From an optimization exercise on the open Yosys and OpenROAD flow, aimed at small area and few clock cycles per item; shortcuts taken in it are not production practice. Where RTL was checked, it was by simulation tests only, not by an equivalence proof against the original. Function not checked in run 1: the RTL went through the layout flow alone.

==> flow/design.v (outline; a module is shown in full before it is edited, if it fits) <==
// module joinC: 15 lines
// module OEHB: 26 lines
// module mul_comb: 771 lines
// module fa_cell: 4 lines
// module ha_cell: 4 lines
// module mul_op: 22 lines
module mul_op #(parameter INPUTS = 2,
		parameter OUTPUTS = 1,
		parameter DATA_IN_SIZE = 32,
		parameter DATA_OUT_SIZE = 32)
		(
		input clk,
		input rst,
		input [INPUTS * (DATA_IN_SIZE)- 1 : 0]data_in_bus,
		input [INPUTS - 1 : 0]valid_in_bus,
		output [INPUTS - 1 : 0] ready_in_bus,
		output [OUTPUTS * (DATA_OUT_SIZE) - 1 : 0]data_out_bus,
		output [OUTPUTS - 1 : 0]valid_out_bus,
		input 	[OUTPUTS - 1 : 0] ready_out_bus
);
  // ...
==> flow/run.sh <==
#!/bin/bash
# synth_recipe.tcl (not shown) runs the flow's synth.tcl, then flattens the netlist and writes it again
# the make line also repeats each setting of config.mk as NAME=value (left out here)
make -C /OpenROAD-flow-scripts/flow DESIGN_CONFIG=/design/flow/config.mk WORK_HOME=/design/flow/orfs CLKGATE_MAP_FILE= SYNTH_SCRIPT=/design/flow/synth_recipe.tcl finish
==> flow/config.mk <==
export PLATFORM = sky130hd
export DESIGN_NAME = mul_op
export DESIGN_NICKNAME = mul_op
export VERILOG_FILES = /design/flow/design.v
export SDC_FILE = /design/flow/constraint.sdc
export NUM_CORES = 4
export LEC_CHECK = 0
export ABC_AREA = 1
export CAP_MARGIN = 20
export CORE_MARGIN = 2
export CORE_UTILIZATION = 40
export SLEW_MARGIN = 20
export SYNTH_HIERARCHICAL = 1
==> flow/constraint.sdc <==
create_clock -name core_clock -period 8.0 [get_ports {clk}]
set_input_delay 1.6000 -clock core_clock [delete_from_list [all_inputs] [get_ports {clk}]]
set_output_delay 1.6000 -clock core_clock [all_outputs]
set_load 0.01 [all_outputs]
==> impl_results.md, run 1 <==
* Setup crit end: oehb_buffer.data_reg[31]
* Vias in the first global route at between 10,000 and 15,000
* Ant. Diodes at 0
* Layout area overhead at 27.6%
* Pre-CTS setup slack at -0.456 ns
* ClkCell Share at less than 1%
* Netlist cell types at 38
* Crit. End Element: flip-flop
* Routability cong. at ~1
* CP required at 8.07 ns
* Crit path time final at 7.69 ns
* Most common cell on crit path: nand2_1
* CTS tree: built
* Max reg flops at 32
* Post-synth top cells: 258 x xor2_1, 238 x o22ai_1, 211 x fa_1
* Met1 Usage GRT at 31.8%
* Minimum hold slack at 1.14 ns
* Via density at 5.45
* Final WS setup at 0.312 ns
* Crit path max-delay cell type: fa_1
* Worst Hold Class: reg -> reg
* Top FF cell, synth: edfxtp_1
* Ys async rst share at 3.03%
* Top layer in use: met4
* Multi-input combinational area share at 67.4%
* Status: no timing/DRC/antenna violations
* Synth Area in Adders at between 30% and 40%
* Total GRT Usage at 25.1%
* Most frequent cell after synthesis: xor2_1
* Commonest non-fill, non-tap cell in the layout: xor2_1
* FFs & Latches at 33
* Clock-pin transition on the worst setup and hold timing paths at roughly 0.070 ns
* Leading cell category by total area: multi-input combinational cells
* CTS H-tree lvls at 2
* Non-clock inverters at 138
* Signal buffers at 339
* Final nets at 1,931
* Sequential cell area fraction in the yosys report at 8.17%
==> run 2: changes to the inputs <==
--- a/flow/design.v
+++ b/flow/design.v
@@ -670,150 +670,142 @@
   assign s435 = c377 ^ s378 ^ s325;
   assign x = {c434, c432, c430, c428, c426, c424, c422, c420, c418, c416, c414, c412, c410, c408, c406, c404, c402, c400, c398, c396, c394, c392, c390, c388, c386, c384, c382, c380, s379, pp0_2, pn0, pp0_0};
   assign y = {s435, s433, s431, s429, s427, s425, s423, s421, s419, s417, s415, s413, s411, s409, s407, s405, s403, s401, s399, s397, s395, s393, s391, s389, s387, s385, s383, s381, pp1_1, pp1_0, pp0_1, 1'b0};
   wire [31:0] g, t, cg, cp;
   assign g = x & y;
   assign t = x ^ y;
   wire pg1 = g[1] | (t[1] & g[0]);
   wire pp1 = t[1] & t[0];
-  wire pg2 = g[3] | (t[3] & g[2]);
-  wire pp2 = t[3] & t[2];
-  wire pg3 = g[5] | (t[5] & g[4]);
-  wire pp3 = t[5] & t[4];
-  wire pg4 = g[7] | (t[7] & g[6]);
-  wire pp4 = t[7] & t[6];
-  wire pg5 = g[9] | (t[9] & g[8]);
-  wire pp5 = t[9] & t[8];
-  wire pg6 = g[11] | (t[11] & g[10]);
-  wire pp6 = t[11] & t[10];
-  wire pg7 = g[13] | (t[13] & g[12]);
-  wire pp7 = t[13] & t[12];
-  wire pg8 = g[15] | (t[15] & g[14]);
-  wire pp8 = t[15] & t[14];
-  wire pg9 = g[17] | (t[17] & g[16]);
-  wire pp9 = t[17] & t[16];
-  wire pg10 = g[19] | (t[19] & g[18]);
-  wire pp10 = t[19] & t[18];
-  wire pg11 = g[21] | (t[21] & g[20]);
-  wire pp11 = t[21] & t[20];
-  wire pg12 = g[23] | (t[23] & g[22]);
-  wire pp12 = t[23] & t[22];
-  wire pg13 = g[25] | (t[25] & g[24]);
-  wire pp13 = t[25] & t[24];
-  wire pg14 = g[27] | (t[27] & g[26]);
-  wire pp14 = t[27] & t[26];
-  wire pg15 = g[29] | (t[29] & g[28]);
-  wire pp15 = t[29] & t[28];
-  wire pg16 = pg2 | (pp2 & pg1);
-  wire pp16 = pp2 & pp1;
-  wire pg17 = pg4 | (pp4 & pg3);
-  wire pp17 = pp4 & pp3;
-  wire pg18 = pg6 | (pp6 & pg5);
-  wire pp18 = pp6 & pp5;
-  wire pg19 = pg8 | (pp8 & pg7);
-  wire pp19 = pp8 & pp7;
-  wire pg20 = pg10 | (pp10 & pg9);
-  wire pp20 = pp10 & pp9;
-  wire pg21 = pg12 | (pp12 & pg11);
-  wire pp21 = pp12 & pp11;
-  wire pg22 = pg14 | (pp14 & pg13);
-  wire pp22 = pp14 & pp13;
-  wire pg23 = pg17 | (pp17 & pg16);
-  wire pp23 = pp17 & pp16;
-  wire pg24 = pg19 | (pp19 & pg18);
-  wire pp24 = pp19 & pp18;
-  wire pg25 = pg21 | (pp21 & pg20);
-  wire pp25 = pp21 & pp20;
-  wire pg26 = pg24 | (pp24 & pg23);
-  wire pp26 = pp24 & pp23;
-  wire pg27 = pg25 | (pp25 & pg26);
-  wire pp27 = pp25 & pp26;
-  wire pg28 = pg18 | (pp18 & pg23);
-  wire pp28 = pp18 & pp23;
-  wire pg29 = pg20 | (pp20 & pg26);
-  wire pp29 = pp20 & pp26;
-  wire pg30 = pg22 | (pp22 & pg27);
-  wire pp30 = pp22 & pp27;
-  wire pg31 = pg3 | (pp3 & pg16);
-  wire pp31 = pp3 & pp16;
-  wire pg32 = pg5 | (pp5 & pg23);
-  wire pp32 = pp5 & pp23;
-  wire pg33 = pg7 | (pp7 & pg28);
-  wire pp33 = pp7 & pp28;
-  wire pg34 = pg9 | (pp9 & pg26);
-  wire pp34 = pp9 & pp26;
-  wire pg35 = pg11 | (pp11 & pg29);
-  wire pp35 = pp11 & pp29;
-  wire pg36 = pg13 | (pp13 & pg27);
-  wire pp36 = pp13 & pp27;
-  wire pg37 = pg15 | (pp15 & pg30);
-  wire pp37 = pp15 & pp30;
-  wire pg38 = g[2] | (t[2] & pg1);
-  wire pp38 = t[2] & pp1;
-  wire pg39 = g[4] | (t[4] & pg16);
-  wire pp39 = t[4] & pp16;
-  wire pg40 = g[6] | (t[6] & pg31);
-  wire pp40 = t[6] & pp31;
-  wire pg41 = g[8] | (t[8] & pg23);
-  wire pp41 = t[8] & pp23;
-  wire pg42 = g[10] | (t[10] & pg32);
-  wire pp42 = t[10] & pp32;
-  wire pg43 = g[12] | (t[12] & pg28);
-  wire pp43 = t[12] & pp28;
-  wire pg44 = g[14] | (t[14] & pg33);
-  wire pp44 = t[14] & pp33;
-  wire pg45 = g[16] | (t[16] & pg26);
-  wire pp45 = t[16] & pp26;
-  wire pg46 = g[18] | (t[18] & pg34);
-  wire pp46 = t[18] & pp34;
-  wire pg47 = g[20] | (t[20] & pg29);
-  wire pp47 = t[20] & pp29;
-  wire pg48 = g[22] | (t[22] & pg35);
-  wire pp48 = t[22] & pp35;
-  wire pg49 = g[24] | (t[24] & pg27);
-  wire pp49 = t[24] & pp27;
-  wire pg50 = g[26] | (t[26] & pg36);
-  wire pp50 = t[26] & pp36;
-  wire pg51 = g[28] | (t[28] & pg30);
-  wire pp51 = t[28] & pp30;
-  wire pg52 = g[30] | (t[30] & pg37);
-  wire pp52 = t[30] & pp37;
+  wire pg2 = g[2] | (t[2] & pg1);
+  wire pp2 = t[2] & pp1;
+  wire pg3 = g[3] | (t[3] & pg2);
+  wire pp3 = t[3] & pp2;
+  wire pg4 = g[4] | (t[4] & pg3);
+  wire pp4 = t[4] & pp3;
+  wire pg5 = g[5] | (t[5] & pg4);
+  wire pp5 = t[5] & pp4;
+  wire pg6 = g[6] | (t[6] & pg5);
+  wire pp6 = t[6] & pp5;
+  wire pg7 = g[7] | (t[7] & pg6);
+  wire pp7 = t[7] & pp6;
+  wire pg8 = g[8] | (t[8] & pg7);
+  wire pp8 = t[8] & pp7;
+  wire pg9 = g[10] | (t[10] & g[9]);
+  wire pp9 = t[10] & t[9];
+  wire pg10 = g[12] | (t[12] & g[11]);
+  wire pp10 = t[12] & t[11];
+  wire pg11 = g[14] | (t[14] & g[13]);
+  wire pp11 = t[14] & t[13];
+  wire pg12 = g[16] | (t[16] & g[15]);
+  wire pp12 = t[16] & t[15];
+  wire pg13 = g[18] | (t[18] & g[17]);
+  wire pp13 = t[18] & t[17];
+  wire pg14 = g[20] | (t[20] & g[19]);
+  wire pp14 = t[20] & t[19];
+  wire pg15 = g[22] | (t[22] & g[21]);
+  wire pp15 = t[22] & t[21];
+  wire pg16 = g[24] | (t[24] & g[23]);
+  wire pp16 = t[24] & t[23];
+  wire pg17 = g[26] | (t[26] & g[25]);
+  wire pp17 = t[26] & t[25];
+  wire pg18 = g[28] | (t[28] & g[27]);
+  wire pp18 = t[28] & t[27];
+  wire pg19 = g[30] | (t[30] & g[29]);
+  wire pp19 = t[30] & t[29];
+  wire pg20 = pg9 | (pp9 & pg8);
+  wire pp20 = pp9 & pp8;
+  wire pg21 = pg11 | (pp11 & pg10);
+  wire pp21 = pp11 & pp10;
+  wire pg22 = pg13 | (pp13 & pg12);
+  wire pp22 = pp13 & pp12;
+  wire pg23 = pg15 | (pp15 & pg14);
+  wire pp23 = pp15 & pp14;
+  wire pg24 = pg17 | (pp17 & pg16);
+  wire pp24 = pp17 & pp16;
+  wire pg25 = pg19 | (pp19 & pg18);
+  wire pp25 = pp19 & pp18;
+  wire pg26 = pg21 | (pp21 & pg20);
+  wire pp26 = pp21 & pp20;
+  wire pg27 = pg23 | (pp23 & pg22);
+  wire pp27 = pp23 & pp22;
+  wire pg28 = pg25 | (pp25 & pg24);
+  wire pp28 = pp25 & pp24;
+  wire pg29 = pg27 | (pp27 & pg26);
+  wire pp29 = pp27 & pp26;
+  wire pg30 = pg28 | (pp28 & pg29);
+  wire pp30 = pp28 & pp29;
+  wire pg31 = pg22 | (pp22 & pg26);
+  wire pp31 = pp22 & pp26;
+  wire pg32 = pg24 | (pp24 & pg29);
+  wire pp32 = pp24 & pp29;
+  wire pg33 = pg10 | (pp10 & pg20);
+  wire pp33 = pp10 & pp20;
+  wire pg34 = pg12 | (pp12 & pg26);
+  wire pp34 = pp12 & pp26;
+  wire pg35 = pg14 | (pp14 & pg31);
+  wire pp35 = pp14 & pp31;
+  wire pg36 = pg16 | (pp16 & pg29);
+  wire pp36 = pp16 & pp29;
+  wire pg37 = pg18 | (pp18 & pg32);
+  wire pp37 = pp18 & pp32;
+  wire pg38 = g[9] | (t[9] & pg8);
+  wire pp38 = t[9] & pp8;
+  wire pg39 = g[11] | (t[11] & pg20);
+  wire pp39 = t[11] & pp20;
+  wire pg40 = g[13] | (t[13] & pg33);
+  wire pp40 = t[13] & pp33;
+  wire pg41 = g[15] | (t[15] & pg26);
+  wire pp41 = t[15] & pp26;
+  wire pg42 = g[17] | (t[17] & pg34);
+  wire pp42 = t[17] & pp34;
+  wire pg43 = g[19] | (t[19] & pg31);
+  wire pp43 = t[19] & pp31;
+  wire pg44 = g[21] | (t[21] & pg35);
+  wire pp44 = t[21] & pp35;
+  wire pg45 = g[23] | (t[23] & pg29);
+  wire pp45 = t[23] & pp29;
+  wire pg46 = g[25] | (t[25] & pg36);
+  wire pp46 = t[25] & pp36;
+  wire pg47 = g[27] | (t[27] & pg32);
+  wire pp47 = t[27] & pp32;
+  wire pg48 = g[29] | (t[29] & pg37);
+  wire pp48 = t[29] & pp37;
   assign p[0] = t[0];
   assign p[1] = t[1] ^ g[0];
   assign p[2] = t[2] ^ pg1;
-  assign p[3] = t[3] ^ pg38;
-  assign p[4] = t[4] ^ pg16;
-  assign p[5] = t[5] ^ pg39;
-  assign p[6] = t[6] ^ pg31;
-  assign p[7] = t[7] ^ pg40;
-  assign p[8] = t[8] ^ pg23;
-  assign p[9] = t[9] ^ pg41;
-  assign p[10] = t[10] ^ pg32;
-  assign p[11] = t[11] ^ pg42;
-  assign p[12] = t[12] ^ pg28;
-  assign p[13] = t[13] ^ pg43;
-  assign p[14] = t[14] ^ pg33;
-  assign p[15] = t[15] ^ pg44;
-  assign p[16] = t[16] ^ pg26;
-  assign p[17] = t[17] ^ pg45;
-  assign p[18] = t[18] ^ pg34;
-  assign p[19] = t[19] ^ pg46;
-  assign p[20] = t[20] ^ pg29;
-  assign p[21] = t[21] ^ pg47;
-  assign p[22] = t[22] ^ pg35;
-  assign p[23] = t[23] ^ pg48;
-  assign p[24] = t[24] ^ pg27;
-  assign p[25] = t[25] ^ pg49;
-  assign p[26] = t[26] ^ pg36;
-  assign p[27] = t[27] ^ pg50;
-  assign p[28] = t[28] ^ pg30;
-  assign p[29] = t[29] ^ pg51;
-  assign p[30] = t[30] ^ pg37;
-  assign p[31] = t[31] ^ pg52;
+  assign p[3] = t[3] ^ pg2;
+  assign p[4] = t[4] ^ pg3;
+  assign p[5] = t[5] ^ pg4;
+  assign p[6] = t[6] ^ pg5;
+  assign p[7] = t[7] ^ pg6;
+  assign p[8] = t[8] ^ pg7;
+  assign p[9] = t[9] ^ pg8;
+  assign p[10] = t[10] ^ pg38;
+  assign p[11] = t[11] ^ pg20;
+  assign p[12] = t[12] ^ pg39;
+  assign p[13] = t[13] ^ pg33;
+  assign p[14] = t[14] ^ pg40;
+  assign p[15] = t[15] ^ pg26;
+  assign p[16] = t[16] ^ pg41;
+  assign p[17] = t[17] ^ pg34;
+  assign p[18] = t[18] ^ pg42;
+  assign p[19] = t[19] ^ pg31;
+  assign p[20] = t[20] ^ pg43;
+  assign p[21] = t[21] ^ pg35;
+  assign p[22] = t[22] ^ pg44;
+  assign p[23] = t[23] ^ pg29;
+  assign p[24] = t[24] ^ pg45;
+  assign p[25] = t[25] ^ pg36;
+  assign p[26] = t[26] ^ pg46;
+  assign p[27] = t[27] ^ pg32;
+  assign p[28] = t[28] ^ pg47;
+  assign p[29] = t[29] ^ pg37;
+  assign p[30] = t[30] ^ pg48;
+  assign p[31] = t[31] ^ pg30;
 endmodule
 module fa_cell (input a, input b, input ci, output s, output co);
   assign s = a ^ b ^ ci;
   assign co = (a & b) | (a & ci) | (b & ci);
 endmodule
 module ha_cell (input a, input b, output s, output co);
   assign s = a ^ b;
   assign co = a & b;
==> run 2 against run 1 <==
Via count fell by 4.1%. Flip-flop and latch count unchanged. First-iteration DRC count up 7.8%. Final cell count decreased by 7.9%. Clock skew is 0.0053 ns lower. Core utilization decreased by 5.3 points. Synthesized cell count rose by 0.29%.
==> impl_results.md, run 2 <==
* Status: no timing/DRC/antenna violations (unchanged)
* CTS root buffer: clkbuf_16 (unchanged)
* Final Hold Viols at 0 (unchanged)
* First-pass GRT wire length at 56.4 mm (was 60.8 mm)
* Critical path fanouts, max at 10 (was 12)
* Worst-margin pin slew at 0.857 ns (was 1.01 ns)
* CP required at 8.03 ns (was 8.07 ns)
* Fillers at 2,940 (was 2,805)
* Met1 Usage GRT at 32.5% (was 31.8%)
* DR WL/cell at 19.7 um (was 19.3 um)
* Dominant cells by area after synthesis: fa_1 36%, xor2_1 18%, o22ai_1 12% (was fa_1 35%, xor2_1 19%, o22ai_1 12%)
* Post-synth top cells: 252 x xor2_1, 239 x o22ai_1, 214 x fa_1 (was 258 x xor2_1, 238 x o22ai_1, 211 x fa_1)
* Area leader, netlist: fa_1 (unchanged)
* Final nets at 1,771 (was 1,931)
* Core area at 29,600 um2 (unchanged)
* Routability cong. at 0.937 (was 0.974)
* Vias in the first global route at 10,400 (was 11,300)
* RSZ-0062 raised after global routing: false (unchanged)
* Hold-fix buffers, CTS at 0 (unchanged)
* Worst Hold Class: reg -> reg (unchanged)
* Crit. End Element: flip-flop (unchanged)
* CTS tree: built (unchanged)
* Worst R2R End: oehb_buffer.data_reg[6] (was oehb_buffer.data_reg[7])
* GR Util met3 at 3.58% (was 2.85%)
* Post-DP HPWL at 30.1 mm (was 32.5 mm)
* Average cell area after synthesis at 8.77 um2 (was 8.81 um2)
* EDFF count, synth at 32 (unchanged)
* Final setup viols at 0 (unchanged)
* Clock Path Buffers at 2 (unchanged)
* Warnings from Yosys at 7 (unchanged)
* Layout area overhead at 14.6% (was 27.6%)
* Post-synth net total at 1,694 (was 1,693)
* Max Cap Violations at 0 (unchanged)
* DRT iter0 DRCs at 839 (was 778)
* Postcts setup bufs at 0 (was 1)
* Busiest layer in global routing: met2 (unchanged)
* TritonCTS buffer count at 5 (unchanged)
* Synth Register Bits at 33 (unchanged)
* Final core utilization at 46.6% (was 51.9%)
* Final clock skew at 0.00875 ns (was 0.0141 ns)
* WP data arrival at 7.59 ns (was 7.76 ns)
* IO Port Bufs at 103 (unchanged)
* Reg2Reg Setup Slack at 6.58 ns (was 6.48 ns)
* CTS H-tree lvls at 2 (unchanged)
* Crit path time final at 7.57 ns (was 7.69 ns)
* Global route overflow at 0 (unchanged)
* Cells after Synth at 1,374 (was 1,370)
* I/O pin total at 104 (unchanged)
* Cell Area, Synth at 12,100 um2 (about the same)
* Residual DRC count at 0 (unchanged)
* Largest net degree at the start of global routing at 36 (unchanged)
* Slew HR at 42.7% (was 32.7%)
* Hold depth at 2 (unchanged)
* Final Max Tran Viols at 0 (unchanged)
* Most frequent cell after synthesis: xor2_1 (unchanged)
* Antenna violations before repair at 0 (unchanged)
* Worst Hold Path EP: oehb_buffer.valid_out_bus (unchanged)
* Ys async rst share at 3.03% (unchanged)
* Final period util at 94.6% (was 96.1%)
* Via density at 5.67 (was 5.45)
* Die Y at 178 um (about the same)
* DIE WIDTH at 178 um (about the same)
* Cell Rows at 63 (unchanged)
* Hold wc startpoint: oehb_buffer.valid_out_bus (unchanged)
* Skew-Pair Late Insertion Delay at 0.28 ns (was 0.30 ns)
* Initial Util at 40.7% (about the same)
* Die area at 31,500 um2 (was 31,600 um2)
* Worst reg2reg path startpoint: oehb_buffer.valid_out_bus (unchanged)
* Most frequent cells in the layout: 252 x xor2_1, 239 x o22ai_1, 214 x fa_1 (was 252 x xor2_1, 226 x buf_4, 222 x o22ai_1)
* Post-CTS sizing at 0 (was 4)
* Netlist cell types at 37 (was 38)
* Setup tns final at 0 ns (unchanged)
* Commonest non-fill, non-tap cell in the layout: xor2_1 (unchanged)
* Post-route ant nets at 0 (unchanged)
* Total GRT Usage at 23.1% (was 25.1%)
* Top FF cell, synth: edfxtp_1 (unchanged)
* Share of layout cells above drive strength 1 at 7.92% (was 20.6%)
* Post-synth top area share at 35.5% (was 35.0%)
* Fmax at 132 MHz (was 130 MHz)
* Met2 usage at 37.0% (was 42.9%)
* Final wirelength at 36.3 mm (was 38.6 mm)
* Clock Sinks at 33 (unchanged)
* WS Path Type: in -> reg (unchanged)
* Worst setup path start: data_in_bus[49] (was data_in_bus[32])
* Ant. Diodes at 0 (unchanged)
* Sequential cell area fraction in the yosys report at 8.18% (was 8.17%)
* TritonRoute pass-1 iters at 5 (was 6)
* Cell depth of the worst flop-to-flop path at 1 (unchanged)
* Max reg flops at 32 (unchanged)
* Via Count at 10,400 (was 10,900)
* Clock-pin transition on the worst setup and hold timing paths at 0.05 ns (was 0.07 ns)
* Crit path launch type: primary input (unchanged)
-- run 2: cell count changes in the layout (fill, tap and decap cells not counted), moves of 7 or more --
cell | previous run | this run
inv_1 | 116 | 126
o22ai_1 | 222 | 239
nand2_2 | 17 | 10
nand2_1 | 164 | 174
fa_1 | 199 | 214
clkdlybuf4s50_1 | 93 | 100
o22ai_2 | 18 | 0
buf_4 | 226 | 77
fa_2 | 12 | 0
-- run 2: final cells by class --
| cell class | count | area (um2) | share of cell area (%) |
|---|---|---|---|
| Clock buffer | 8 | 136 | 0.987 |
| Inverter | 148 | 556 | 4.02 |
| Multi-Input combinational cell | 1081 | 10000 | 72.5 |
| Sequential cell | 33 | 986 | 7.14 |
| Tap cell | 390 | 488 | 3.53 |
| Timing Repair Buffer | 182 | 1630 | 11.8 |
-- run 2: per-stage QoR --
step | hold slack (ns) | area [um2] | instances | worst slack [ns]
after floorplan | 0.922 | 12100 | 1374 | 1.05
after detailed placement | 1.09 | 13700 | 1834 | 0.184
after CTS | 1.11 | 13800 | 1842 | 0.471
after global routing | 1.20 | 13800 | 1842 | 0.115
after global placement | 1.08 | 13700 | 1834 | 0.261
final | 1.06 | 13800 | 1842 | 0.435
-- run 2: per-module statistics from Yosys (local to each module, per instance), a selection --
module    cells  times used
mul_comb   1120           1
ha_cell       1          14
fa_cell       1         196
-- run 2: per-layer routing --
layer	part of all wire, %	wire [um]
met1	43	15600
met2	47	17100
met3	8.1	2950
met4	1.9	703
met5	0	0
-- run 2: worst max-delay path, cell delays in order --
cell             delay [ns]
clkdlybuf4s50_1        0.70
inv_1                  0.11
nand2_1                0.10
nand2_1                0.31
o22ai_1                0.32
xor2_1                 0.21
fa_1                   0.48
fa_1                   0.42
fa_1                   0.48
fa_1                   0.59
fa_1                   0.43
ha_1                   0.35
a21oi_1                0.23
nor2_1                 0.06
a211oi_1               0.24
o21ai_0                0.22
nand3_1                0.11
nand2_1                0.08
fa_1                   0.39
xor2_1                 0.17
-- run 2: worst max-delay path by stage --
stage	to	slack, ns	depth (start not counted)
finish	oehb_buffer.data_reg[30]	0.43	20
global route	oehb_buffer.data_reg[30]	0.11	20
CTS	oehb_buffer.data_reg[30]	0.47	28
detailed placement	oehb_buffer.data_reg[30]	0.18	28
global placement	oehb_buffer.data_reg[30]	0.26	28
floorplan	oehb_buffer.data_reg[29]	1.05	22
-- run 2: cells by family after synthesis --
logic type | Yosys count | synth area share [%]
AOI/OAI and AO/OA | 289 | 14.8
adders and majority gates | 251 | 39.4
buffers and inverters | 260 | 8.75
and+or+nand+nor | 276 | 9.57
xor gates and xnor gates | 265 | 19.3
DFF | 33 | 8.18
Testbench counts of run 2, summed over its fixed seeds: cycles 12,008, items 12,000.
==> run 3: changes to the inputs <==
--- a/flow/config.mk
+++ b/flow/config.mk
@@ -9,5 +9,6 @@
 export CAP_MARGIN = 20
 export CORE_MARGIN = 2
 export CORE_UTILIZATION = 40
+export GPL_TIMING_DRIVEN = 0
 export SLEW_MARGIN = 20
 export SYNTH_HIERARCHICAL = 1
==> run 3 against run 2 <==
Still clean on timing, DRC and antenna. Flip-flop and latch count is the same. Via count grew 1.3%. Wire length grew 8.2%. Clock skew shrank 0.0015 ns. Core utilization shrank 0.48 points. First-iteration DRC count grew 24%. Synthesized cell count is the same. Critical endpoint is now oehb_buffer.data_reg[29]. Maximum frequency shrank 1.6%. Hold slack lost 0.0080 ns. Register-to-register slack gained 0.02 ns. Largest cell class unchanged. Die area is the same.
==> impl_results.md, run 3 <==
* Core area at 29,600 um2 (unchanged)
* Via density at 5.68 (was 5.67)
* Top FF cell, synth: edfxtp_1 (unchanged)
* Cell Area, Synth at 12,100 um2 (unchanged)
* Final wirelength at 39.3 mm (was 36.3 mm)
* I/O pin total at 104 (unchanged)
* Synth Register Bits at 33 (unchanged)
* Final Max Tran Viols at 0 (unchanged)
* Crit path time final at 7.69 ns (was 7.57 ns)
* WP data arrival at 7.71 ns (was 7.59 ns)
* DR WL/cell at 21.1 um (was 19.7 um)
* Crit path launch type: primary input (unchanged)
* IO Port Bufs at 95 (was 103)
* RSZ-0062 raised after global routing: false (unchanged)
* Total GRT Usage at 25.1% (was 23.1%)
* Via Count at 10,600 (was 10,400)
* Slew HR at 43.0% (was 42.7%)
* Routability cong. at 0.927 (was 0.937)
* DRT iter0 DRCs at 1,042 (was 839)
* FF+latch area at 986 um2 (unchanged)
* Post-DP HPWL at 32.3 mm (was 30.1 mm)
* Post-synth top cells: 252 x xor2_1, 239 x o22ai_1, 214 x fa_1 (unchanged)
* Max reg flops at 32 (unchanged)
* Area leader, netlist: fa_1 (unchanged)
* Minimum hold slack at 1.05 ns (was 1.06 ns)
* Area of the multi-input gates at 10,000 um2 (about the same)
* Skew-Pair Late Insertion Delay at 0.29 ns (was 0.28 ns)
* Largest net degree at the start of global routing at 36 (unchanged)
* Max Cap Violations at 0 (unchanged)
* Worst Hold Class: reg -> reg (unchanged)
* CTS root buffer: clkbuf_16 (unchanged)
* Layout area overhead at 13.4% (was 14.6%)
* Hold-fix buffers, CTS at 0 (unchanged)
* Clock Sinks at 33 (unchanged)
* Commonest non-fill, non-tap cell in the layout: xor2_1 (unchanged)
* Antenna violations before repair at 0 (unchanged)
* Dpl cell area at 13,500 um2 (was 13,700 um2)
* Cell Rows at 63 (unchanged)
* Final setup viols at 0 (unchanged)
* Vias in the first global route at 10,700 (was 10,400)
* Clock-pin transition on the worst setup and hold timing paths at 0.05 ns (about the same)
* Initial Util at 40.7% (unchanged)
* Post-route ant nets at 0 (unchanged)
* Warnings from Yosys at 7 (unchanged)
* TritonCTS buffer count at 5 (unchanged)
* DIE WIDTH at 178 um (unchanged)
* EDFF count, synth at 32 (unchanged)
* Ant. Diodes at 0 (unchanged)
* TritonRoute pass-1 iters at 7 (was 5)
* Share of layout cells above drive strength 1 at 5.43% (was 7.92%)
* CTS tree: built (unchanged)
* Fmax at 130 MHz (was 132 MHz)
* Dominant cells by area after synthesis: fa_1 36%, xor2_1 18%, o22ai_1 12% (unchanged)
* Setup tns final at 0 ns (unchanged)
* Final period util at 96.2% (was 94.6%)
* CTS H-tree lvls at 2 (unchanged)
* Most frequent cells in the layout: 252 x xor2_1, 239 x o22ai_1, 214 x fa_1 (unchanged)
* CP required at 8.02 ns (was 8.03 ns)
* Final nets at 1,794 (was 1,771)
* Netlist cell types at 37 (unchanged)
* Global route overflow at 0 (unchanged)
* Average cell area after synthesis at 8.77 um2 (unchanged)
* Die Y at 178 um (unchanged)
* WS Path Type: in -> reg (unchanged)
* Final Cell Area at 13,700 um2 (was 13,800 um2)
* Fillers at 2,916 (was 2,940)
* Ys async rst share at 3.03% (unchanged)
* Most frequent cell after synthesis: xor2_1 (unchanged)
* Post-synth top area share at 35.5% (unchanged)
* First-pass GRT wire length at 60.0 mm (was 56.4 mm)
* Final Hold Viols at 0 (unchanged)
* Crit. End Element: flip-flop (unchanged)
* Final clock skew at 0.00727 ns (was 0.00875 ns)
* Critical path fanouts, max at 10 (unchanged)
* Worst-margin pin slew at 0.851 ns (was 0.857 ns)
* Status: no timing/DRC/antenna violations (unchanged)
* Postcts setup bufs at 0 (unchanged)
* Post-synth net total at 1,694 (unchanged)
* Residual DRC count at 0 (unchanged)
* Die area at 31,500 um2 (unchanged)
* Clock Path Buffers at 2 (unchanged)
* Sequential cell area fraction in the yosys report at 8.18% (unchanged)
* Cells after Synth at 1,374 (unchanged)
* Post-CTS sizing at 14 (was 0)
==> run 3: modules after synthesis, one instance, submodules excluded, excerpt <==
module,times used,flip-flops and latches,cells inside
ha_cell,14,0,1
fa_cell,196,0,1
mul_comb,1,0,1120
==> run 3: worst paths after layout <==
kind                                           start                         to  slack (ns)  cells past startpoint
setup / recovery                     data_in_bus[39]   oehb_buffer.data_reg[29]        0.31                     21
hold / removal             oehb_buffer.valid_out_bus  oehb_buffer.valid_out_bus        1.05                      2
setup reg to reg           oehb_buffer.valid_out_bus   oehb_buffer.data_reg[16]        6.60                      1
hold reg to reg            oehb_buffer.valid_out_bus  oehb_buffer.valid_out_bus        1.05                      2
max in group asynchronous                        rst  oehb_buffer.valid_out_bus        6.47                      2
min in group asynchronous                        rst  oehb_buffer.valid_out_bus        1.44                      2
==> run 3: critical path, stage by stage <==
cell and delay [ns]:
clkdlybuf4s50_1 0.53, buf_6 0.19, o21ai_1 0.13, nand2_2 0.19
clkbuf_2 0.29, o22ai_1 0.14, xor2_1 0.20, fa_1 0.57
fa_1 0.54, fa_1 0.43, fa_1 0.58, fa_1 0.48
ha_1 0.32, nand4_1 0.14, o221a_2 0.29, nand2_2 0.16
inv_1 0.10, o21ai_1 0.20, nand3_1 0.10, nand2_1 0.09
fa_1 0.42
==> run 3: cell families after synthesis <==
kind of cell,share of synthesized area (%)
adders and majority gates,39.4
buffers and inverters,8.75
and+or+nand+nor,9.57
AOI/OAI and AO/OA,14.8
xor gates and xnor gates,19.3
DFF,8.18
==> run 3: per-layer routing <==
metal / up-vias / track usage (%) / wire length [um] / share of wire (%)
li1: 4766 / - / - / -
met1: 5234 / 35.6 / 17000 / 43
met2: 516 / 39.4 / 17900 / 46
met3: 70 / 4.16 / 3420 / 8.7
met4: 0 / 7.48 / 996 / 2.5
met5: - / 0 / 0 / 0
==> run 3: through the flow <==
stage | instances | setup slack, ns | utilization [%]
final | 1864 | 0.308 | 46.1
after global routing | 1864 | 0.0395 | 46.1
after CTS | 1865 | 0.00498 | 46.0
after floorplan | 1374 | 1.05 | -
after global placement | 1859 | -0.704 | 45.5
after detailed placement | 1859 | -0.678 | 45.5
==> run 3: layout make-up <==
cell class | instances | share of cell area (%)
multi-input cells | 1081 | 73.3
well taps | 390 | 3.57
clock inverters | 1 | 0.0275
inverters | 148 | 4.14
repair buffers | 95 | 6.97
flip-flops and latches | 33 | 7.21
plain buffers | 110 | 3.83
clock buffers | 6 | 0.943
==> run 4: changes to the inputs <==
==> flow/flow/run.sh (new file) <==
#!/bin/bash
set -euo pipefail
cd "$(dirname "$0")/.."
bash standard.sh 'BUFFER_PORTS_ARGS=-buffer_cell sky130_fd_sc_hd__buf_1' finish > standard_sh.log 2>&1 || { tail -50 standard_sh.log; exit 1; }
tail -5 standard_sh.log
ls -l out/final.def
==> flow/standard.sh (new file) <==
#!/bin/bash
# synth_recipe.tcl (not shown) runs the flow's synth.tcl, then flattens the netlist and writes it again
# the make line also repeats each setting of config.mk as NAME=value (left out here)
make -C /OpenROAD-flow-scripts/flow DESIGN_CONFIG=/design/flow/config.mk WORK_HOME=/design/flow/orfs CLKGATE_MAP_FILE= SYNTH_SCRIPT=/design/flow/synth_recipe.tcl "${@:-finish}"
removed: flow/run.sh
==> run 4 against run 3 <==
Still clean. Core utilization is 2.1 points lower. Count of clock-buffer cells in the layout rose by 1. Area after synthesis did not move. Die area stayed put. Sequential share of layout area grew 0.35 points. Critical endpoint unchanged.
==> impl_results.md, run 4 <==
* Sequential cell area fraction in the yosys report at 8.18% (unchanged)
* Post-DP HPWL at 31.9 mm (was 32.3 mm)
* Residual DRC count at 0 (unchanged)
* Worst reg2reg path startpoint: oehb_buffer.valid_out_bus (unchanged)
* Netlist cell types at 37 (unchanged)
* Die Y at 178 um (unchanged)
* RSZ-0062 raised after global routing: false (unchanged)
* Routability cong. at 0.959 (was 0.927)
* Cell Area, Synth at 12,100 um2 (unchanged)
* Initial Util at 40.7% (unchanged)
* Crit path max-delay cell type: fa_1 (unchanged)
* IO Port Bufs at 95 (unchanged)
* Setup tns final at 0 ns (unchanged)
* Final nets at 1,793 (was 1,794)
* Worst R2R End: oehb_buffer.data_reg[13] (was oehb_buffer.data_reg[16])
* Dominant cells by area after synthesis: fa_1 36%, xor2_1 18%, o22ai_1 12% (unchanged)
* Via Count at 10,600 (about the same)
* Reg2Reg Setup Slack at 6.59 ns (was 6.60 ns)
* Die area at 31,500 um2 (unchanged)
* DIE WIDTH at 178 um (unchanged)
* Post-route ant nets at 0 (unchanged)
* Clock Sinks at 33 (unchanged)
* Antenna violations before repair at 0 (unchanged)
* WP data arrival at 7.77 ns (was 7.71 ns)
* Top FF cell, synth: edfxtp_1 (unchanged)
* Synth Register Bits at 33 (unchanged)
* Worst path cell trace: buf_1, buf_6, o21ai_1, nand2_1, clkbuf_1, o22ai_1, xor2_1, fa_1, fa_1, fa_1, fa_1, fa_1, ha_1, nand4_1, o221a_2, nand2_1, inv_1, o21ai_0, nand3_1, nand2_1, fa_1 (was clkdlybuf4s50_1, buf_6, o21ai_1, nand2_2, clkbuf_2, o22ai_1, xor2_1, fa_1, fa_1, fa_1, fa_1, fa_1, ha_1, nand4_1, o221a_2, nand2_2, inv_1, o21ai_1, nand3_1, nand2_1, fa_1)
* Cells after Synth at 1,374 (unchanged)
* Final setup viols at 0 (unchanged)
* Max reg flops at 32 (unchanged)
* Postcts setup bufs at 0 (unchanged)
* Most frequent cell after synthesis: xor2_1 (unchanged)
* Commonest non-fill, non-tap cell in the layout: xor2_1 (unchanged)
* I/O pin total at 104 (unchanged)
* Worst Hold Class: reg -> reg (unchanged)
* Total GRT Usage at 24.5% (was 25.1%)
* Status: no timing/DRC/antenna violations (unchanged)
* Final Hold Viols at 0 (unchanged)
* Post-synth top area share at 35.5% (unchanged)
* WS Path Type: in -> reg (unchanged)
* TritonRoute pass-1 iters at 7 (unchanged)
* Vias in the first global route at 10,500 (was 10,700)
* Share of layout cells above drive strength 1 at 4.21% (was 5.43%)
* Layout area overhead at 8.17% (was 13.4%)
* Clock Path Buffers at 2 (unchanged)
* Crit path time final at 7.74 ns (was 7.69 ns)
* Warnings from Yosys at 7 (unchanged)
* Clock-pin transition on the worst setup and hold timing paths at 0.05 ns (about the same)
* EDFF count, synth at 32 (unchanged)
* Skew-Pair Late Insertion Delay at 0.29 ns (about the same)
* GR Util met3 at 2.66% (was 4.16%)
* Final Max Tran Viols at 0 (unchanged)
* Final clock skew at 0.00504 ns (was 0.00727 ns)
* Busiest layer in global routing: met2 (unchanged)
* Area leader, netlist: fa_1 (unchanged)
* Dpl cell area at 12,900 um2 (was 13,500 um2)
* Fmax at 129 MHz (was 130 MHz)
* Worst-margin pin slew at 0.879 ns (was 0.851 ns)
* Ant. Diodes at 0 (unchanged)
* Crit. End Element: flip-flop (unchanged)
* Area of the multi-input gates at 10,000 um2 (about the same)
* Post-synth top cells: 252 x xor2_1, 239 x o22ai_1, 214 x fa_1 (unchanged)
* FF+latch area at 986 um2 (unchanged)
* Fillers at 3,021 (was 2,916)
* CTS root buffer: clkbuf_16 (unchanged)
* Most frequent cells in the layout: 252 x xor2_1, 239 x o22ai_1, 214 x fa_1 (unchanged)
* Crit path launch type: primary input (unchanged)
* Critical path fanouts, max at 10 (unchanged)
* DR WL/cell at 20.5 um (was 21.1 um)
* Met1 Usage GRT at 35.4% (was 35.6%)
* Global route overflow at 0 (unchanged)
* Max incr delay on CP at 0.60 ns (was 0.58 ns)
* DRT iter0 DRCs at 1,072 (was 1,042)
* Average cell area after synthesis at 8.77 um2 (unchanged)
* Cell depth of the worst flop-to-flop path at 1 (unchanged)
* Final wirelength at 38.3 mm (was 39.3 mm)
* Largest net degree at the start of global routing at 36 (unchanged)
* Via density at 5.71 (was 5.68)
* First-pass GRT wire length at 59.2 mm (was 60.0 mm)
* Met2 usage at 38.6% (was 39.4%)
* Ys async rst share at 3.03% (unchanged)
* Hold depth at 2 (unchanged)
* Core area at 29,600 um2 (unchanged)
* Most common cell on crit path: fa_1 (unchanged)
* Cell Rows at 63 (unchanged)
* Worst Hold Path EP: oehb_buffer.valid_out_bus (unchanged)
* Final period util at 96.7% (was 96.2%)
* CTS tree: built (unchanged)
* CTS H-tree lvls at 2 (unchanged)
* Hold wc startpoint: oehb_buffer.valid_out_bus (unchanged)
* TritonCTS buffer count at 5 (unchanged)
* Slew HR at 41.4% (was 43.0%)
* Final Cell Area at 13,000 um2 (was 13,700 um2)
* CP required at 8.03 ns (was 8.02 ns)
* Post-synth net total at 1,694 (unchanged)
* Max Cap Violations at 0 (unchanged)
[run 4: worst max-delay path: cells and delay by family]
kind	cells	cell delay, ns
adder cells (fa/ha/maj)	7	3.32
buffers and inverters	4	0.94
AND/OR/NAND/NOR	5	0.87
AO/OA/AOI/OAI	4	0.83
XOR/XNOR	1	0.19
[run 4: metrics by stage]
stage               worst slack [ns]  std cells  util [%]  hold WS [ns]
finish                         0.262       1864      44.0          1.05
global route                 0.00378       1864      44.0          1.12
CTS                           0.0324       1866      44.0          1.10
detailed placement            -0.307       1859      43.5          1.09
global placement              -0.336       1859      43.5          1.06
floorplan                       1.05       1374         -         0.922
[run 4: worst max-delay path by stage]
stage                          from                  endpoint  cells after the start
detailed placement   data_in_bus[0]  oehb_buffer.data_reg[30]                     28
CTS                 data_in_bus[32]  oehb_buffer.data_reg[30]                     29
global route         data_in_bus[1]  oehb_buffer.data_reg[30]                     25
floorplan           data_in_bus[33]  oehb_buffer.data_reg[29]                     22
global placement     data_in_bus[0]  oehb_buffer.data_reg[30]                     28
finish              data_in_bus[39]  oehb_buffer.data_reg[29]                     21
[run 4: modules after synthesis, one instance, submodules excluded, excerpt]
| module | times used | area [um2] | flip-flops and latches |
|---|---|---|---|
| fa_cell | 196 | 20.0 | 0 |
| ha_cell | 14 | 12.5 | 0 |
| mul_comb | 1 | 6930 | 0 |
[run 4: cell families after synthesis]
| kind of cell | count (synthesis) | share of synthesized area (%) |
|---|---|---|
| and+or+nand+nor | 276 | 9.57 |
| AOI/OAI and AO/OA | 289 | 14.8 |
| xor gates and xnor gates | 265 | 19.3 |
| buffers and inverters | 260 | 8.75 |
| DFF | 33 | 8.18 |
| adders and majority gates | 251 | 39.4 |
[run 4: area by class of cell]
class / count / share of cell area [%]
clock buffer: 7 / 1.02
buffer: 109 / 3.82
multi-input combinational: 1081 / 76.8
sequential: 33 / 7.56
inverter: 148 / 4.29
tap: 390 / 3.74
clock inverter: 1 / 0.0384
timing repair buffer: 95 / 2.73
[run 4: layer usage]
layer / wire [um] / vias to the layer above / part of all wire, %
li1: - / 4744 / -
met1: 16600 / 5211 / 43
met2: 17300 / 602 / 45
met3: 3420 / 81 / 8.9
met4: 1030 / 0 / 2.7
met5: 0 / - / 0
[run 4: timing repair]
item	in CTS	in global routing
hold buffers	0	0
gates cloned	0	0
pin swaps	0	0
gates resized for setup	0	16
setup endpoints to repair	1	6
==> run 5: changes to the inputs <==
--- a/flow/config.mk
+++ b/flow/config.mk
@@ -9,6 +9,5 @@
 export CAP_MARGIN = 20
 export CORE_MARGIN = 2
 export CORE_UTILIZATION = 40
-export GPL_TIMING_DRIVEN = 0
 export SLEW_MARGIN = 20
 export SYNTH_HIERARCHICAL = 1
==> run 5 against run 4 <==
Sequential share of layout area hardly changed. Final cell count is 1.7% lower. Hold slack worse by 0.015 ns. Maximum frequency is 4.7% higher. Core utilization is 0.27 points higher. Critical path depth is 7 higher. Count of clock-buffer cells in the layout stayed put. Critical path type unchanged. Highest routed layer unchanged.
==> impl_results.md, run 5 <==
* Status: no timing/DRC/antenna violations (unchanged)
* CTS H-tree lvls at 2 (unchanged)
* DR WL/cell at 19.7 um (was 20.5 um)
* Routability cong. at 0.942 (was 0.959)
* Post-synth top area share at 35.5% (unchanged)
* Largest family of logic cells by synthesized area: adder cells (unchanged)
* Antenna violations before repair at 0 (unchanged)
* Total GRT Usage at 22.9% (was 24.5%)
* Clock-pin transition on the worst setup and hold timing paths at 0.06 ns (was 0.05 ns)
* Ant. Diodes at 0 (unchanged)
* Largest net degree at the start of global routing at 44 (was 36)
* Skew-Pair Late Insertion Delay at 0.28 ns (was 0.29 ns)
* Hold-fix buffers, CTS at 0 (unchanged)
* Worst Hold Class: reg -> reg (unchanged)
* Crit. End Element: flip-flop (unchanged)
* WP data arrival at 7.42 ns (was 7.77 ns)
* Most frequent cells in the layout: 252 x xor2_1, 239 x o22ai_1, 214 x fa_1 (unchanged)
* Area leader, netlist: fa_1 (unchanged)
* Setup tns final at 0 ns (unchanged)
* Pre-CTS setup slack at 0.311 ns (was -0.307 ns)
* Cells after Synth at 1,374 (unchanged)
* Global route overflow at 0 (unchanged)
* Commonest non-fill, non-tap cell in the layout: xor2_1 (unchanged)
* Via density at 5.61 (was 5.71)
* Critical path fanouts, max at 13 (was 10)
* Final WS setup at 0.609 ns (was 0.262 ns)
* DRT iter0 DRCs at 877 (was 1,072)
* Post-CTS sizing at 0 (unchanged)
* Cell Rows at 63 (unchanged)
* WS Path Type: in -> reg (unchanged)
* Fmax at 135 MHz (was 129 MHz)
* Post-synth net total at 1,694 (unchanged)
* Final setup viols at 0 (unchanged)
* Share of layout cells above drive strength 1 at 7.69% (was 4.21%)
* Die area at 31,500 um2 (unchanged)
* CP required at 8.03 ns (about the same)
* CTS tree: built (unchanged)
* RSZ-0062 raised after global routing: false (unchanged)
* Clock Path Buffers at 2 (unchanged)
* Synth Register Bits at 33 (unchanged)
* Post-DP HPWL at 29.7 mm (was 31.9 mm)
* EDFF count, synth at 32 (unchanged)
* Max reg flops at 32 (unchanged)
* Vias in the first global route at 10,300 (was 10,500)
* Most frequent cell after synthesis: xor2_1 (unchanged)
* Worst setup path start: data_in_bus[33] (was data_in_bus[39])
* Final nets at 1,762 (was 1,793)
* CTS root buffer: clkbuf_16 (unchanged)
* TritonRoute pass-1 iters at 7 (unchanged)
* Post-synth top cells: 252 x xor2_1, 239 x o22ai_1, 214 x fa_1 (unchanged)
* Final Hold Viols at 0 (unchanged)
* Warnings from Yosys at 7 (unchanged)
* Post-synthesis compound-gate area fraction at 14.8% (unchanged)
* I/O pin total at 104 (unchanged)
* Worst reg2reg path startpoint: oehb_buffer.valid_out_bus (unchanged)
* Die Y at 178 um (unchanged)
* Sequential cell area fraction in the yosys report at 8.18% (unchanged)
* Ys async rst share at 3.03% (unchanged)
* Final clock skew at 0.00676 ns (was 0.00504 ns)
* First-pass GRT wire length at 56.2 mm (was 59.2 mm)
* Crit path launch type: primary input (unchanged)
* Worst-margin pin slew at 0.862 ns (was 0.879 ns)
* DIE WIDTH at 178 um (unchanged)
* Post-route ant nets at 0 (unchanged)
* Postcts setup bufs at 0 (unchanged)
* Final period util at 92.4% (was 96.7%)
* Hold wc startpoint: oehb_buffer.valid_out_bus (unchanged)
* Average cell area after synthesis at 8.77 um2 (unchanged)
* Dominant cells by area after synthesis: fa_1 36%, xor2_1 18%, o22ai_1 12% (unchanged)
* Core area at 29,600 um2 (unchanged)
* TritonCTS buffer count at 5 (unchanged)
* Initial Util at 40.7% (unchanged)
* IO Port Bufs at 103 (was 95)
* Dpl cell area at 13,000 um2 (was 12,900 um2)
* Crit path time final at 7.39 ns (was 7.74 ns)
* Clock Sinks at 33 (unchanged)
* Layout area overhead at 8.83% (was 8.17%)
* Final Max Tran Viols at 0 (unchanged)
* Residual DRC count at 0 (unchanged)
* Post-synthesis xor/xnor area fraction at 19.3% (unchanged)
* Final Cell Area at 13,100 um2 (was 13,000 um2)
* Cell Area, Synth at 12,100 um2 (unchanged)
* Simple-Gate Fraction of Synth Area at 9.57% (unchanged)
* Netlist cell types at 37 (unchanged)
* Via Count at 10,300 (was 10,600)
* Mux contribution to synthesized area at 0% (unchanged)
* Final wirelength at 36.1 mm (was 38.3 mm)
* Max Cap Violations at 0 (unchanged)
* Top FF cell, synth: edfxtp_1 (unchanged)
* Slew HR at 42.1% (was 41.4%)
* Synth Area in Adders at 39.4% (unchanged)
run 5: critical path, stage by stage:
cell and delay [ns]:
clkbuf_2 0.14, inv_2 0.08, nand2_1 0.07, nand2_1 0.49
buf_4 0.30, nor2_1 0.07, fa_1 0.38, inv_1 0.09
fa_1 0.24, inv_1 0.07, fa_1 0.41, fa_1 0.42
fa_1 0.40, fa_1 0.37, inv_1 0.07, fa_1 0.23
inv_1 0.05, a31oi_1 0.25, inv_1 0.09, a221o_1 0.37
nand2_1 0.09, nand2_1 0.16, inv_1 0.14, o21ai_0 0.14
nand3_1 0.11, nand2_1 0.06, fa_1 0.37, xor2_1 0.17
run 5: final timing paths:
check,to,slack (ns),depth (start not counted)
max,oehb_buffer.data_reg[30],0.61,28
min reg2reg,oehb_buffer.valid_out_bus,1.04,2
max in group asynchronous,oehb_buffer.valid_out_bus,6.79,2
min in group asynchronous,oehb_buffer.valid_out_bus,1.12,2
min,oehb_buffer.valid_out_bus,1.04,2
max reg2reg,oehb_buffer.data_reg[20],6.61,1
run 5: through the flow:
step | hold slack, ns | std cells | util (%)
after floorplan | 0.922 | 1374 | -
after global placement | 1.07 | 1825 | 43.7
after detailed placement | 1.09 | 1825 | 43.7
after CTS | 1.10 | 1833 | 44.3
after global routing | 1.12 | 1833 | 44.3
final | 1.04 | 1833 | 44.3
run 5: cells by family after synthesis:
family,count (synthesis)
flip-flops,33
AO/OA/AOI/OAI,289
buffers and inverters,260
AND/OR/NAND/NOR,276
XOR/XNOR,265
adder cells (fa/ha/maj),251
run 5: Yosys stat by module, one instance, submodules excluded, a selection:
module    cell area, um2  cells
ha_cell             12.5      1
fa_cell             20.0      1
mul_comb            6930   1120
run 5: metal layers:
layer	track usage [%]	share of wire, %	up-vias
met4	5.43	1.8	0
met5	0	0	-
li1	-	-	4704
met1	32.8	44	5044
met3	3.38	8.3	51
met2	36.6	46	484
run 5: final cells by class:
| type | count | area (um2) |
|---|---|---|
| Fill cell | 3001 | 16500 |
| Inverter | 148 | 556 |
| Multi-Input combinational cell | 1081 | 10000 |
| Clock inverter | 1 | 5.00 |
| Timing Repair Buffer | 173 | 918 |
| Tap cell | 390 | 488 |
| Clock buffer | 7 | 153 |
| Sequential cell | 33 | 986 |
==> run 6: changes to the inputs <==
==> flow/flow/run.sh (replaced) <==
#!/bin/bash
# The standard layout (standard.sh) with two changes to how it is made:
#  - ABC's area script for the synthesis's technology mapping is flow/abc_area.script
#    (run from a copy of ORFS's scripts folder that differs only in that file);
#  - the port buffers are made from the smallest buffer cell, buf_1.
# The synthesis is otherwise the standard one (synth_recipe.tcl), so the registers
# and their names are the standard synthesis's.
set -euo pipefail
cd "$(dirname "$0")/.."
W=$PWD
rm -rf "$W/scripts_abc"
cp -r "$FLOW_HOME/scripts" "$W/scripts_abc"
cp "$W/flow/abc_area.script" "$W/scripts_abc/abc_area.script"
diff -r "$FLOW_HOME/scripts" "$W/scripts_abc" > scripts_diff.log 2>&1 || true
bash standard.sh "SCRIPTS_DIR=$W/scripts_abc" 'BUFFER_PORTS_ARGS=-buffer_cell sky130_fd_sc_hd__buf_1' finish > standard_sh.log 2>&1 || { tail -50 standard_sh.log; exit 1; }
tail -5 standard_sh.log
ls -l out/final.def
==> flow/flow/abc_area.script (new file) <==
strash
dch
amap
topo
==> run 6 against run 5 <==
Via count rose by 5.8%. Non-clock buffer count increased by 35. Setup slack lost 0.18 ns. Final cell count grew 3.1%. Critical endpoint unchanged.
==> impl_results.md, run 6 <==
* Die area at 28,600 um2 (was 31,500 um2)
* Most frequent cells in the layout: 295 x nor2_1, 258 x o22ai_1, 243 x a21oi_1 (was 252 x xor2_1, 239 x o22ai_1, 214 x fa_1)
* Fillers at 2,666 (was 3,001)
* CP required at 8.05 ns (was 8.03 ns)
* TritonRoute pass-1 iters at 7 (unchanged)
* Max reg flops at 32 (unchanged)
* Antenna violations before repair at 0 (unchanged)
* Status: no timing/DRC/antenna violations (unchanged)
* Hold wc startpoint: oehb_buffer.valid_out_bus (unchanged)
* DR WL/cell at 18.9 um (was 19.7 um)
* Layout area overhead at 18.4% (was 8.83%)
* Slew HR at 40.5% (was 42.1%)
* Clock Sinks at 33 (unchanged)
* Most frequent cell after synthesis: nor2_1 (was xor2_1)
* Post-synth top cells: 298 x nor2_1, 270 x o22ai_1, 251 x a21oi_1 (was 252 x xor2_1, 239 x o22ai_1, 214 x fa_1)
* Final Cell Area at 12,900 um2 (was 13,100 um2)
* Routability cong. at 0.884 (was 0.942)
* Cells after Synth at 1,334 (was 1,374)
* Worst-margin pin slew at 0.893 ns (was 0.862 ns)
* Final clock skew at 0.00437 ns (was 0.00676 ns)
* Final period util at 94.6% (was 92.4%)
* Clock Path Buffers at 2 (unchanged)
* Cell Rows at 60 (was 63)
* Hold depth at 2 (unchanged)
* Commonest non-fill, non-tap cell in the layout: nor2_1 (was xor2_1)
* DIE WIDTH at 169 um (was 178 um)
* Average cell area after synthesis at 8.19 um2 (was 8.77 um2)
* Post-DP HPWL at 28.5 mm (was 29.7 mm)
* Cell Area, Synth at 10,900 um2 (was 12,100 um2)
* Vias in the first global route at 10,500 (was 10,300)
* WL met3 at 1.96 mm (was 2.99 mm)
* CTS H-tree lvls at 2 (unchanged)
* Dominant cells by area after synthesis: fa_1 39%, o22ai_1 15%, a21oi_1 12% (was fa_1 36%, xor2_1 18%, o22ai_1 12%)
* EDFF count, synth at 32 (unchanged)
* Non-filler cells, final at 1,890 (was 1,833)
* Most common cell on crit path: buf_4 (was fa_1)
* CTS tree: built (unchanged)
* Final Hold Viols at 0 (unchanged)
* Minimum hold slack at 0.669 ns (was 1.04 ns)
* Final wirelength at 35.6 mm (was 36.1 mm)
* Cell depth of the worst flop-to-flop path at 3 (was 1)
* Worst Hold Path EP: oehb_buffer.valid_out_bus (unchanged)
* Critical path fanouts, max at 11 (was 13)
* Post-synth net total at 1,654 (was 1,694)
* Worst R2R End: oehb_buffer.data_reg[0] (was oehb_buffer.data_reg[20])
* DRT iter0 DRCs at 863 (was 877)
* Post-route ant nets at 0 (unchanged)
* Reg2Reg Setup Slack at 6.66 ns (was 6.61 ns)
* Die Y at 169 um (was 178 um)
* Dpl cell area at 12,600 um2 (was 13,000 um2)
* CTS root buffer: clkbuf_16 (unchanged)
* Final core utilization at 48.1% (was 44.3%)
* Final setup viols at 0 (unchanged)
* Core area at 26,900 um2 (was 29,600 um2)
* Warnings from Yosys at 7 (unchanged)
* WS Path Type: in -> reg (unchanged)
* Top FF cell, synth: edfxtp_1 (unchanged)
* Max incr delay on CP at 0.54 ns (was 0.49 ns)
* Fmax at 132 MHz (was 135 MHz)
* Ys async rst share at 3.03% (unchanged)
* Via density at 5.76 (was 5.61)
* Final nets at 1,868 (was 1,762)
* Crit path time final at 7.57 ns (was 7.39 ns)
* Worst reg2reg path startpoint: oehb_buffer.valid_out_bus (unchanged)
* WP data arrival at 7.62 ns (was 7.42 ns)
* Crit path max-delay family: adder cells (unchanged)
* Share of layout cells above drive strength 1 at 10.2% (was 7.69%)
* Netlist cell types at 24 (was 37)
* Worst Hold Class: reg -> reg (unchanged)
* Global route overflow at 0 (unchanged)
* Crit path max-delay cell type: fa_1 (was nand2_1)
* TritonCTS buffer count at 5 (unchanged)
* Area leader, netlist: fa_1 (unchanged)
* Post-synth top area share at 39.2% (was 35.5%)
* Top layer in use: met4 (unchanged)
* First-pass GRT wire length at 57.2 mm (was 56.2 mm)
* Crit path launch type: primary input (unchanged)
* Largest net degree at the start of global routing at 53 (was 44)
* Post-Route M1 WL at 16.1 mm (was 15.9 mm)
* Clock-pin transition on the worst setup and hold timing paths at 0.06 ns (about the same)
* Sequential cell area fraction in the yosys report at 9.03% (was 8.18%)
* Max Cap Violations at 0 (unchanged)
* Skew-Pair Late Insertion Delay at 0.30 ns (was 0.28 ns)
* Total GRT Usage at 25.5% (was 22.9%)
* Synth Register Bits at 33 (unchanged)
* Final Max Tran Viols at 0 (unchanged)
* I/O pin total at 104 (unchanged)
* Via Count at 10,900 (was 10,300)
* Initial Util at 40.6% (was 40.7%)
* IO Port Bufs at 103 (unchanged)
* Crit. End Element: flip-flop (unchanged)
* Worst path bufs/invs at 6 (was 9)
* Routed wl met2 at 16.4 mm (was 16.6 mm)
* DP Cell Count at 1,880 (was 1,825)
* Ant. Diodes at 0 (unchanged)
* Residual DRC count at 0 (unchanged)
==> run 6: worst max path at each step <==
stage,depth (start not counted),start,slack [ns],to
6_report,29,data_in_bus[33],0.43,oehb_buffer.data_reg[30]
5_1_grt,25,data_in_bus[35],-0.02,oehb_buffer.data_reg[30]
4_1_cts,34,data_in_bus[32],0.05,oehb_buffer.data_reg[30]
3_5_place_dp,35,data_in_bus[33],-0.51,oehb_buffer.data_reg[30]
3_3_place_gp,35,data_in_bus[33],-0.38,oehb_buffer.data_reg[30]
2_1_floorplan,34,data_in_bus[32],0.006,oehb_buffer.data_reg[30]
==> run 6: worst min-delay path: cells and delay by family (launching register included) <==
kind | cells | cell delay, ns
DFF | 1 | 0.34
and+or+nand+nor | 2 | 0.29
==> run 6: modules after synthesis, one instance, submodules excluded, a selection <==
module / flops+latches / cells inside / cell area (um2) / times used
mul_comb: 0 / 1081 / 5790 / 1
fa_cell: 0 / 1 / 20.0 / 196
ha_cell: 0 / 1 / 12.5 / 14
==> run 6: layer usage <==
metal,GRT usage [%],vias up
met1,35.8,5087
met4,8.21,0
met2,41.2,365
met5,0,-
li1,-,5380
met3,2.99,52
==> run 6: area by class of cell <==
cell class | count | area [um2] | area share (%)
clock buffer | 6 | 129 | 0.997
clock inverter | 2 | 33.8 | 0.261
inverter | 75 | 290 | 2.25
multi-input combinational | 1225 | 9830 | 76.1
sequential | 33 | 986 | 7.63
tap | 341 | 427 | 3.30
timing repair buffer | 208 | 1230 | 9.50
==> run 6: cell families after synthesis <==
logic type / after synthesis / synth area share [%]
AO/OA/AOI/OAI: 579 / 30.1
AND/OR/NAND/NOR: 388 / 14.2
adder cells (fa/ha/maj): 251 / 43.5
buffers and inverters: 76 / 2.65
flip-flops: 33 / 9.03
XOR/XNOR: 7 / 0.561
==> run 6: stage by stage <==
| stage | TNS (ns) | worst slack, ns |
|---|---|---|
| 3_5_place_dp | -2.53 | -0.509 |
| 6_report | 0 | 0.431 |
| 4_1_cts | 0 | 0.0496 |
| 5_1_grt | -0.0155 | -0.0155 |
| 3_3_place_gp | -1.49 | -0.380 |
| 2_1_floorplan | 0 | 0.00562 |
==> run 6: timing repair <==
item / 4_1_cts / 5_1_grt
pin swaps: 0 / 19
hold endpoints to repair: 0 / 0
buffers inserted: 0 / 1
hold buffers: 0 / 0
gates resized for setup: 3 / 35
setup endpoints to repair: 6 / 7
==> run 7: changes to the inputs <==
==> flow/flow/abc_area.script (replaced) <==
strash
dch
map -a
topo
==> run 7 against run 6 <==
Still clean on timing, DRC and antenna. Wire length down 4.9%. Non-clock buffer count down 7. Core utilization shrank 0.84 points. Via count decreased by 13%. Count of clock-buffer cells in the layout stayed put. Die area up 0.72%. Clock skew grew 0.00055 ns. Critical path type unchanged. Highest routed layer unchanged.
==> impl_results.md, run 7 <==
* Status: no timing/DRC/antenna violations (unchanged)
* Share of layout cells above drive strength 1 at 8.65% (was 10.2%)
* Dpl cell area at 12,600 um2 (about the same)
* Die area at 28,800 um2 (was 28,600 um2)
* Worst Hold Class: in -> async (was reg -> reg)
* Largest net degree at the start of global routing at 35 (was 53)
* Dominant cells by area after synthesis: fa_1 39%, xor2_1 21%, o22ai_1 14% (was fa_1 39%, o22ai_1 15%, a21oi_1 12%)
* Slew HR at 35.1% (was 40.5%)
* Final Cell Area at 12,700 um2 (was 12,900 um2)
* First-pass GRT wire length at 54.5 mm (was 57.2 mm)
* Initial Util at 40.8% (was 40.6%)
* IO Port Bufs at 103 (unchanged)
* Crit path launch type: primary input (unchanged)
* Total GRT Usage at 24.4% (was 25.5%)
* Antenna violations before repair at 0 (unchanged)
* WS Path Type: in -> reg (unchanged)
* CP required at 8.06 ns (was 8.05 ns)
* DIE WIDTH at 170 um (was 169 um)
* Clock Sinks at 33 (unchanged)
* Residual DRC count at 0 (unchanged)
* Final Hold Viols at 0 (unchanged)
* Netlist cell types at 19 (was 24)
* Final period util at 94.3% (was 94.6%)
* Vias in the first global route at 9,894 (was 10,500)
* EDFF count, synth at 32 (unchanged)
* Final clock skew at 0.00492 ns (was 0.00437 ns)
* Post-synth top cells: 269 x xor2_1, 253 x o22ai_1, 214 x fa_1 (was 298 x nor2_1, 270 x o22ai_1, 251 x a21oi_1)
* Final wirelength at 33.9 mm (was 35.6 mm)
* Sequential cell area fraction in the yosys report at 8.96% (was 9.03%)
* Core area at 27,000 um2 (was 26,900 um2)
* Cell Rows at 60 (unchanged)
==> run 7: cell types whose count changed after synthesis, sizes merged, moves of 15 or more <==
| cell | change |
|---|---|
| a21oi | -238 |
| clkinv | +31 |
| nand2 | -32 |
| nor2 | -212 |
| nor2b | -16 |
| o21ai | -17 |
| o22ai | -17 |
| or2 | -15 |
| xnor2 | +27 |
| xor2 | +262 |
==> run 7: how the worst max path moves through the flow <==
stage	slack, ns	from	end
finish	0.46	data_in_bus[43]	oehb_buffer.data_reg[28]
detailed placement	-0.16	data_in_bus[35]	oehb_buffer.data_reg[29]
global placement	-0.07	data_in_bus[35]	oehb_buffer.data_reg[29]
floorplan	0.05	data_in_bus[35]	oehb_buffer.data_reg[29]
CTS	0.18	data_in_bus[35]	oehb_buffer.data_reg[29]
global route	0.07	data_in_bus[33]	oehb_buffer.data_reg[30]
==> run 7: cell type report <==
type	instances	area, um2	share of cell area [%]
multi-input cells	959	9620	75.6
repair buffers	201	1140	8.95
flip-flops and latches	33	986	7.74
well taps	341	427	3.35
inverters	106	398	3.12
clock buffers	6	129	1.01
clock inverters	2	33.8	0.265
==> run 7: logic make-up after synthesis <==
| kind of cell | synth area share [%] |
|---|---|
| flip-flops | 8.96 |
| AND/OR/NAND/NOR | 3.92 |
| adder cells (fa/ha/maj) | 43.2 |
| buffers and inverters | 3.69 |
| AO/OA/AOI/OAI | 16.7 |
| XOR/XNOR | 23.6 |
==> run 7: what timing repair did <==
item | 4_1_cts | 5_1_grt
setup endpoints to repair | 0 | 5
resized for setup | 0 | 3
hold endpoints to repair | 0 | 0
==> run 7: routing by layer <==
layer / GRT usage, % / routed length [um] / part of all wire (%) / vias up
met5: 0 / 0 / 0 / -
met4: 8.66 / 1150 / 3.4 / 0
met3: 3.07 / 2220 / 6.6 / 76
met2: 40.5 / 16100 / 47 / 393
met1: 33.0 / 14400 / 43 / 4702
li1: - / - / - / 4286
==> run 7: critical path, cell delays in order <==
cell and delay (ns):
buf_1 0.11, clkinv_1 0.18, o21ai_1 0.81, buf_4 0.33, o22ai_1 0.10, xor2_1 0.17
fa_1 0.49, fa_1 0.53, fa_1 0.43, fa_1 0.46, fa_1 0.52, ha_1 0.34
nand2_1 0.09, nor2_1 0.05, a211oi_1 0.18, o21ai_1 0.17, nand3_1 0.12, o21ai_0 0.08
buf_4 0.16, buf_4 0.13, fa_1 0.38, xor2_1 0.16
==> run 7: metrics by stage <==
step                      std cells  worst slack (ns)
final                          1648             0.459
after floorplan                1099            0.0462
after global routing           1648            0.0726
after detailed placement       1640            -0.163
after global placement         1640           -0.0715
after CTS                      1648             0.177
==> run 7: Yosys stat by module, one instance, submodules excluded, a selection <==
module	area, um2	flops+latches	times used	cells inside
mul_comb	5870	0	1	845
fa_cell	20.0	0	196	1
ha_cell	12.5	0	14	1

[static timing again, ports no longer ideal]
The results above use ideal ports. As a check the final layouts listed here were re-extracted and re-timed, cells and wires unchanged. Step 1: set_driving_cell puts a clkbuf_16 on clk and a buf_2 on each other input, an assumption about the parent block. Step 2 also shifts input and output timing later by t, the mid clock arrival at the registers, as if the neighbouring blocks saw the same clock. a / b / c = no drivers / after step 1 / after step 2; a / b = the first two.
run	t, ns	setup slack, ns	hold WS [ns]	worst setup path at the end	worst data-port slew with drivers (ns)
run 1	0.348	0.312 / 0.339 / -0.008	1.140 / 1.140 / 1.140	input to register	0.05
run 2	0.320	0.435 / 0.451 / 0.131	1.056 / 1.056 / 1.056	input to register	0.04
run 3	0.336	0.308 / 0.332 / -0.004	1.048 / 1.048 / 1.048	input to register	0.04
run 4	0.330	0.262 / 0.282 / -0.048	1.050 / 1.050 / 1.050	input to register	0.04
run 5	0.325	0.609 / 0.630 / 0.306	1.035 / 1.035 / 1.035	input to register	0.03
run 6	0.344	0.431 / 0.456 / 0.113	0.669 / 0.669 / 0.669	input to register	0.05
run 7	0.351	0.459 / 0.485 / 0.134	1.090 / 1.061 / 1.136	input to register	0.05
Met with ideal ports but missed after step 2: setup timing in run 1, run 3 and run 4. The setup slack of run 7, which loses most, moves by +0.026 ns with the drivers and by -0.325 ns with both steps.
